What follows belongs to an exercise in optimizing a design on an open flow for small area; a production flow would make more cautious choices.
In this exercise RTL edits were held to simulation tests only and were not proved equivalent to the original.

==> inputs of run H <==
==> flow/design.v <==
module scheduler (
    input wire clk,
    input wire rst,
    input wire [13:0] spike_packet,
    input wire spike_packet_valid,
    output reg spike_packet_ready,
    input wire read_request,
    output reg [255:0] current_tick_spikes,
    input wire clear_request,
    output wire error,
    input wire error_ack,
    output wire [3:0] current_tick,
    output wire [7:0] error_status
);
    wire [3:0] delivery_tick = spike_packet[13:10];
    wire [7:0] axon_id = spike_packet[9:2];
    reg in_err;
    reg err;        
    reg stat2;      
    reg [16:0] lfsr;  
    reg [15:0] tick_oh;   
    assign error = err;
    assign error_status = {5'b0, stat2, 1'b0, err};
    genvar b;
    generate
        for (b = 0; b < 4; b = b + 1) begin : g_enc
            wire [15:0] m;
            genvar k;
            for (k = 0; k < 16; k = k + 1) begin : g_m
                assign m[k] = tick_oh[k] & (((k >> b) & 1) != 0);
            end
            assign current_tick[b] = |m;
        end
    endgenerate
    wire in_write = ~spike_packet_ready & ~in_err;
    wire [15:0] dt_oh = 16'd1 << delivery_tick;
    wire hit_cur = |(dt_oh & tick_oh);
    wire timeout = (lfsr == 17'h1ff01);
    wire conflict = read_request & clear_request;
    always @(posedge clk or posedge rst) begin
        if (rst) begin
            spike_packet_ready <= 1'b1;
            in_err <= 1'b0;
            err <= 1'b0;
            stat2 <= 1'b0;
            tick_oh <= 16'd1;
        end else begin
            if (spike_packet_ready) begin
                if (spike_packet_valid) begin
                    spike_packet_ready <= 1'b0;
                    if (hit_cur) begin
                        in_err <= 1'b1;
                        err <= 1'b1;
                        stat2 <= 1'b0;
                    end
                end
            end else if (!in_err) begin
                spike_packet_ready <= 1'b1;
            end else if (timeout || error_ack) begin
                spike_packet_ready <= 1'b1;
                in_err <= 1'b0;
                err <= 1'b0;
                stat2 <= timeout;
            end
            if (clear_request)
                tick_oh <= {tick_oh[14:0], tick_oh[15]};
            if (conflict) begin
                err <= 1'b1;
                stat2 <= 1'b1;
            end
        end
    end
    always @(posedge clk)
        lfsr <= in_err ? {lfsr[15:0], ~(lfsr[16] ^ lfsr[13])} : 17'd0;
    reg phase;
    reg ok;
    reg pw_v;           
    reg [3:0] pw_row;
    reg [7:0] pw_col;
    reg pc_v;           
    wire cur_w = in_write;
    wire cur_c = clear_request;
    always @(posedge clk or posedge rst) begin
        if (rst) begin
            phase <= 1'b1;
            ok <= 1'b0;
            pw_v <= 1'b0;
            pc_v <= 1'b0;
        end else begin
            phase <= ~phase;
            ok <= 1'b1;
            pw_v <= ~phase & cur_w & ~(cur_c & hit_cur);
            pc_v <= ~phase & cur_c;
        end
    end
    always @(posedge clk) begin
        pw_row <= delivery_tick;
        pw_col <= axon_id;
    end
    wire [3:0] w_row = pw_v ? pw_row : delivery_tick;
    wire [7:0] w_col = pw_v ? pw_col : axon_id;
    wire w_v = pw_v | cur_w;
    wire [15:0] w_row_oh = 16'd1 << w_row;
    wire [255:0] w_col_oh = 256'd1 << w_col;
    wire [15:0] prev_oh = {tick_oh[0], tick_oh[15:1]};
    wire [15:0] cur_clr = cur_c ? tick_oh : 16'd0;
    wire [15:0] row_clr = cur_clr | (pc_v ? prev_oh : 16'd0) | {16{~ok}};
    wire [15:0] row_set = (w_v ? w_row_oh : 16'd0) & ~cur_clr;
    wire [15:0] row_rd = tick_oh & {16{read_request & ok}};
    wire [255:0] row_q [0:15];
    genvar r, g, c;
    generate
        for (r = 0; r < 16; r = r + 1) begin : g_row
            reg [255:0] row;
            wire clr = phase & row_clr[r];
            wire set = phase & row_set[r];
            always @(posedge clk)
                row <= ~((row | {256{clr}}) & ~(w_col_oh & {256{set}}));
            assign row_q[r] = row;
        end
    endgenerate
    wire [255:0] rd_grp [0:4];
    generate
        for (g = 0; g < 5; g = g + 1) begin : g_grp
            for (c = 0; c < 256; c = c + 1) begin : g_col
                spike_rd3 u_rd3 (
                    .s0(row_q[3*g][c]), .e0(row_rd[3*g]),
                    .s1(row_q[3*g+1][c]), .e1(row_rd[3*g+1]),
                    .s2(row_q[3*g+2][c]), .e2(row_rd[3*g+2]),
                    .y(rd_grp[g][c])
                );
            end
        end
    endgenerate
    wire [255:0] rd_s = ~(rd_grp[0] & rd_grp[1] & rd_grp[2] & rd_grp[3] &
                          rd_grp[4]) | (row_q[15] & {256{row_rd[15]}});
    wire fwd = pw_v & |(w_row_oh & tick_oh);
    wire [255:0] rd_data = ((rd_s ^ {256{phase}}) & {256{ok}}) |
                           (w_col_oh & {256{fwd}});
    always @(posedge clk or posedge rst) begin
        if (rst)
            current_tick_spikes <= 256'd0;
        else if (read_request)
            current_tick_spikes <= rd_data;
    end
endmodule
module spike_rd3 (
    input wire s0, input wire e0,
    input wire s1, input wire e1,
    input wire s2, input wire e2,
    output wire y
);
    assign y = ~((s0 & e0) | (s1 & e1) | (s2 & e2));
endmodule
==> flow/flow/run.sh <==
#!/bin/bash
# Standard synthesis; its combinational logic re-mapped for area (flip-flops
# and the read mux's a222oi cells untouched); then the standard layout with clock tree synthesis that inserts
# no dummy loads and clusters more sinks per clock buffer, and small port buffers.
set -euo pipefail
R=orfs/results/sky130hd/scheduler/base
YOSYS=$(command -v yosys || echo "$FLOW_HOME/../tools/install/yosys/bin/yosys")

bash standard.sh synth > synth.log 2>&1

cp $R/1_2_yosys.v $R/1_2_yosys_standard.v
LIB_FILE=$FLOW_HOME/platforms/sky130hd/lib/sky130_fd_sc_hd__tt_025C_1v80.lib \
IN_NETLIST=$R/1_2_yosys_standard.v OUT_NETLIST=$R/1_2_yosys.v TOP=$FLOW_TOP \
OUT_DIR=$PWD ABC_SCRIPT=$PWD/flow/area.abc KEEP_CELLS=sky130_fd_sc_hd__a222oi_1 \
  "$YOSYS" -c flow/remap.tcl > remap.log 2>&1
rm -f $R/1_synth.odb $R/1_synth.sdc

bash standard.sh \
  "CTS_ARGS=-sink_clustering_enable -repair_clock_nets -dont_use_dummy_load -buf_list sky130_fd_sc_hd__clkbuf_8 -sink_clustering_size 16 -sink_clustering_max_diameter 70" \
  "BUFFER_PORTS_ARGS=-buffer_cell sky130_fd_sc_hd__buf_1" \
  "${FINAL_TARGET:-finish}" > finish.log 2>&1
==> flow/flow/area.abc <==
&get -n
&st
&dc2
&dch
&nf -a
&put
==> flow/flow/remap.tcl <==
# Re-map the combinational logic of the standard synthesis netlist with an
# area-oriented ABC script. Flip-flops and tie cells are kept as they are
# (same instances, names and cell types); only the gates between them change.
# Cells listed in KEEP_CELLS are kept too.
set lib $::env(LIB_FILE)
yosys read_liberty -ignore_miss_func $lib
yosys read_verilog $::env(IN_NETLIST)
yosys hierarchy -top $::env(TOP)
yosys setattr -mod -set blackbox 1 sky130_fd_sc_hd__df*
yosys setattr -mod -set blackbox 1 sky130_fd_sc_hd__conb*
# cells the design's own modules were mapped to, kept as they are
if {[info exists ::env(KEEP_CELLS)]} {
  foreach c $::env(KEEP_CELLS) { yosys setattr -mod -set blackbox 1 $c }
}
yosys flatten
yosys delete t:\$scopeinfo
yosys rename -hide w:_*_.*
yosys opt_clean
yosys tee -o $::env(OUT_DIR)/remap_before.stat stat -liberty $lib
yosys abc -script $::env(ABC_SCRIPT) -liberty $lib -dont_use *lpflow* -dont_use *probe* -D 7000
yosys setundef -zero
yosys hilomap -singleton -hicell sky130_fd_sc_hd__conb_1 HI -locell sky130_fd_sc_hd__conb_1 LO
yosys splitnets
yosys opt_clean -purge
yosys insbuf -buf sky130_fd_sc_hd__buf_1 A X
yosys opt_clean -purge
yosys rename -enumerate -pattern rm_%_
yosys tee -o $::env(OUT_DIR)/remap_after.stat stat -liberty $lib
yosys write_verilog -noattr -nohex -nodec $::env(OUT_NETLIST)
==> flow/standard.sh <==
#!/bin/bash
# synth_recipe.tcl (not shown) runs the flow's synth.tcl, then flattens the netlist and writes it again
# the make line also repeats each setting of config.mk as NAME=value (left out here)
make -C /OpenROAD-flow-scripts/flow DESIGN_CONFIG=/design/flow/config.mk WORK_HOME=/design/flow/orfs CLKGATE_MAP_FILE= SYNTH_SCRIPT=/design/flow/synth_recipe.tcl "${@:-finish}"
==> flow/config.mk <==
export PLATFORM = sky130hd
export DESIGN_NAME = scheduler
export DESIGN_NICKNAME = scheduler
export VERILOG_FILES = /design/flow/design.v
export SDC_FILE = /design/flow/constraint.sdc
export NUM_CORES = 8
export LEC_CHECK = 0
export CAP_MARGIN = 20
export CORE_MARGIN = 2
export CORE_UTILIZATION = 60
export SLEW_MARGIN = 20
export SYNTH_HIERARCHICAL = 1
export SYNTH_MINIMUM_KEEP_SIZE = 0
==> flow/constraint.sdc <==
create_clock -name core_clock -period 7.0 [get_ports {clk}]
set_input_delay 1.4000 -clock core_clock [delete_from_list [all_inputs] [get_ports {clk}]]
set_output_delay 1.4000 -clock core_clock [all_outputs]
set_load 0.01 [all_outputs]
==> run C (differences from run H) <==
--- a/flow/flow/run.sh
+++ b/flow/flow/run.sh
@@ -18,3 +18,3 @@
 bash standard.sh \
-  "CTS_ARGS=-sink_clustering_enable -repair_clock_nets -dont_use_dummy_load -buf_list sky130_fd_sc_hd__clkbuf_8 -sink_clustering_size 16 -sink_clustering_max_diameter 70" \
+  "CTS_ARGS=-sink_clustering_enable -repair_clock_nets -dont_use_dummy_load -buf_list sky130_fd_sc_hd__clkbuf_8 -sink_clustering_size 18 -sink_clustering_max_diameter 50" \
   "BUFFER_PORTS_ARGS=-buffer_cell sky130_fd_sc_hd__buf_1" \
CORE_UTILIZATION = 65   (was 60)
==> run K (differences from run H) <==
--- a/flow/design.v
+++ b/flow/design.v
@@ -109,4 +109,5 @@
     wire [15:0] row_rd = tick_oh & {16{read_request & ok}};
-    wire [255:0] row_q [0:15];
-    genvar r, g, c;
+    wire [255:0] rd_s [0:16];
+    assign rd_s[0] = 256'd0;
+    genvar r;
     generate
@@ -118,22 +119,7 @@
                 row <= ~((row | {256{clr}}) & ~(w_col_oh & {256{set}}));
-            assign row_q[r] = row;
+            assign rd_s[r+1] = rd_s[r] | (row & {256{row_rd[r]}});
         end
     endgenerate
-    wire [255:0] rd_grp [0:4];
-    generate
-        for (g = 0; g < 5; g = g + 1) begin : g_grp
-            for (c = 0; c < 256; c = c + 1) begin : g_col
-                spike_rd3 u_rd3 (
-                    .s0(row_q[3*g][c]), .e0(row_rd[3*g]),
-                    .s1(row_q[3*g+1][c]), .e1(row_rd[3*g+1]),
-                    .s2(row_q[3*g+2][c]), .e2(row_rd[3*g+2]),
-                    .y(rd_grp[g][c])
-                );
-            end
-        end
-    endgenerate
-    wire [255:0] rd_s = ~(rd_grp[0] & rd_grp[1] & rd_grp[2] & rd_grp[3] &
-                          rd_grp[4]) | (row_q[15] & {256{row_rd[15]}});
     wire fwd = pw_v & |(w_row_oh & tick_oh);
-    wire [255:0] rd_data = ((rd_s ^ {256{phase}}) & {256{ok}}) |
+    wire [255:0] rd_data = ((rd_s[16] ^ {256{phase}}) & {256{ok}}) |
                            (w_col_oh & {256{fwd}});
@@ -146,9 +132 @@
 endmodule
-module spike_rd3 (
-    input wire s0, input wire e0,
-    input wire s1, input wire e1,
-    input wire s2, input wire e2,
-    output wire y
-);
-    assign y = ~((s0 & e0) | (s1 & e1) | (s2 & e2));
-endmodule
--- a/flow/flow/run.sh
+++ b/flow/flow/run.sh
@@ -2,3 +2,3 @@
 # Standard synthesis; its combinational logic re-mapped for area (flip-flops
-# and the read mux's a222oi cells untouched); then the standard layout with clock tree synthesis that inserts
+# untouched); then the standard layout with clock tree synthesis that inserts
 # no dummy loads and clusters more sinks per clock buffer, and small port buffers.
@@ -13,3 +13,3 @@
 IN_NETLIST=$R/1_2_yosys_standard.v OUT_NETLIST=$R/1_2_yosys.v TOP=$FLOW_TOP \
-OUT_DIR=$PWD ABC_SCRIPT=$PWD/flow/area.abc KEEP_CELLS=sky130_fd_sc_hd__a222oi_1 \
+OUT_DIR=$PWD ABC_SCRIPT=$PWD/flow/area.abc \
   "$YOSYS" -c flow/remap.tcl > remap.log 2>&1
SYNTH_HIERARCHICAL = not set   (was 1)
SYNTH_MINIMUM_KEEP_SIZE = not set   (was 0)
==> metrics.md <==
| Metric | Value |
|---|---|
| Finished Layout Cells | 16000 |
| Global Route Usage Sum | 0.504 |
| CP Capture Type | register |
| Fraction of area in multi-input gates | 0.334 |
| CTS buffer count | 325 |
| Status | timing/DRC/antenna clean |
| FP Rows | 177 |
| Layout non-clock buf frac | 0.0314 |
| Nonclk inv count | 33 |
the above is filed under run H

==> metrics.md <==
| Metric | Value |
|---|---|
| Hold Path Class | in2async |
| GP Congestion | 0.876 |
| Die area | 241000 sq um |
| Fraction of area in multi-input gates | 0.339 |
| CP Capture Type | output pin |
| Cells along the critical path | buf_4 -> nor4_1 -> nand2_1 -> buf_1 |
| Placed wire-length estimate | 323000 um |
| Global Route Usage Sum | 0.528 |
| Status | timing/DRC/antenna clean |
| Layout non-clock buf frac | 0.0309 |
the above is filed under run K

==> metrics.md <==
| Metric | Value |
|---|---|
| Syn_area_per_cell | 11.8 sq um |
| Setup_tns | 0 ps |
| Finished Layout Cells | 15700 |
| Global Route Usage Sum | 0.528 |
| CTS buffer count | 339 |
| Worst path depth | 8 |
| Antenna Violating Nets Remaining | 0 |
| Status | timing/DRC/antenna clean |
| Layout non-clock buf frac | 0.0314 |
| Fraction of area in multi-input gates | 0.334 |
| Core area | 215000 sq um |
| CP max FO | 43 |
| FF-to-FF setup slack | 2160 ps |
| Nonclk inv count | 33 |
| FP Rows | 170 |
the above is filed under run C

==> what the ideal ports hide <==
The results above use ideal ports. As a check the final layouts listed here were re-extracted and re-timed, cells and wires unchanged.
Step 1 (the two cells are an assumption about what drives the block):
set clk [get_ports {clk}]
set_driving_cell -lib_cell sky130_fd_sc_hd__clkbuf_16 $clk
set_driving_cell -lib_cell sky130_fd_sc_hd__buf_2 [delete_from_list [all_inputs] $clk]
Step 2 also shifts input and output timing later by t, the mid clock arrival at the registers, as if the neighbouring blocks saw the same clock.
Three values: ideal ports, drivers, drivers and shift; two values: the first two.
run	t, ns	setup WS [ns]	hold WS [ns]	worst slew at a driven data input, ns	pins driven straight from the clock port
run H	1.209	2.360 / 2.360 / 1.589	0.437 / 0.357 / 0.437	0.19	1
run C	1.234	2.161 / 2.161 / 1.545	0.376 / 0.300 / 0.426	0.23	1
run K	1.245	1.998 / 1.895 / 1.785	0.389 / 0.305 / 0.440	0.25	1
After both steps setup and hold are still met in every run listed. For run H, which loses most, drivers alone change the setup slack by 0.000 ns; drivers and shift together by -0.771 ns.
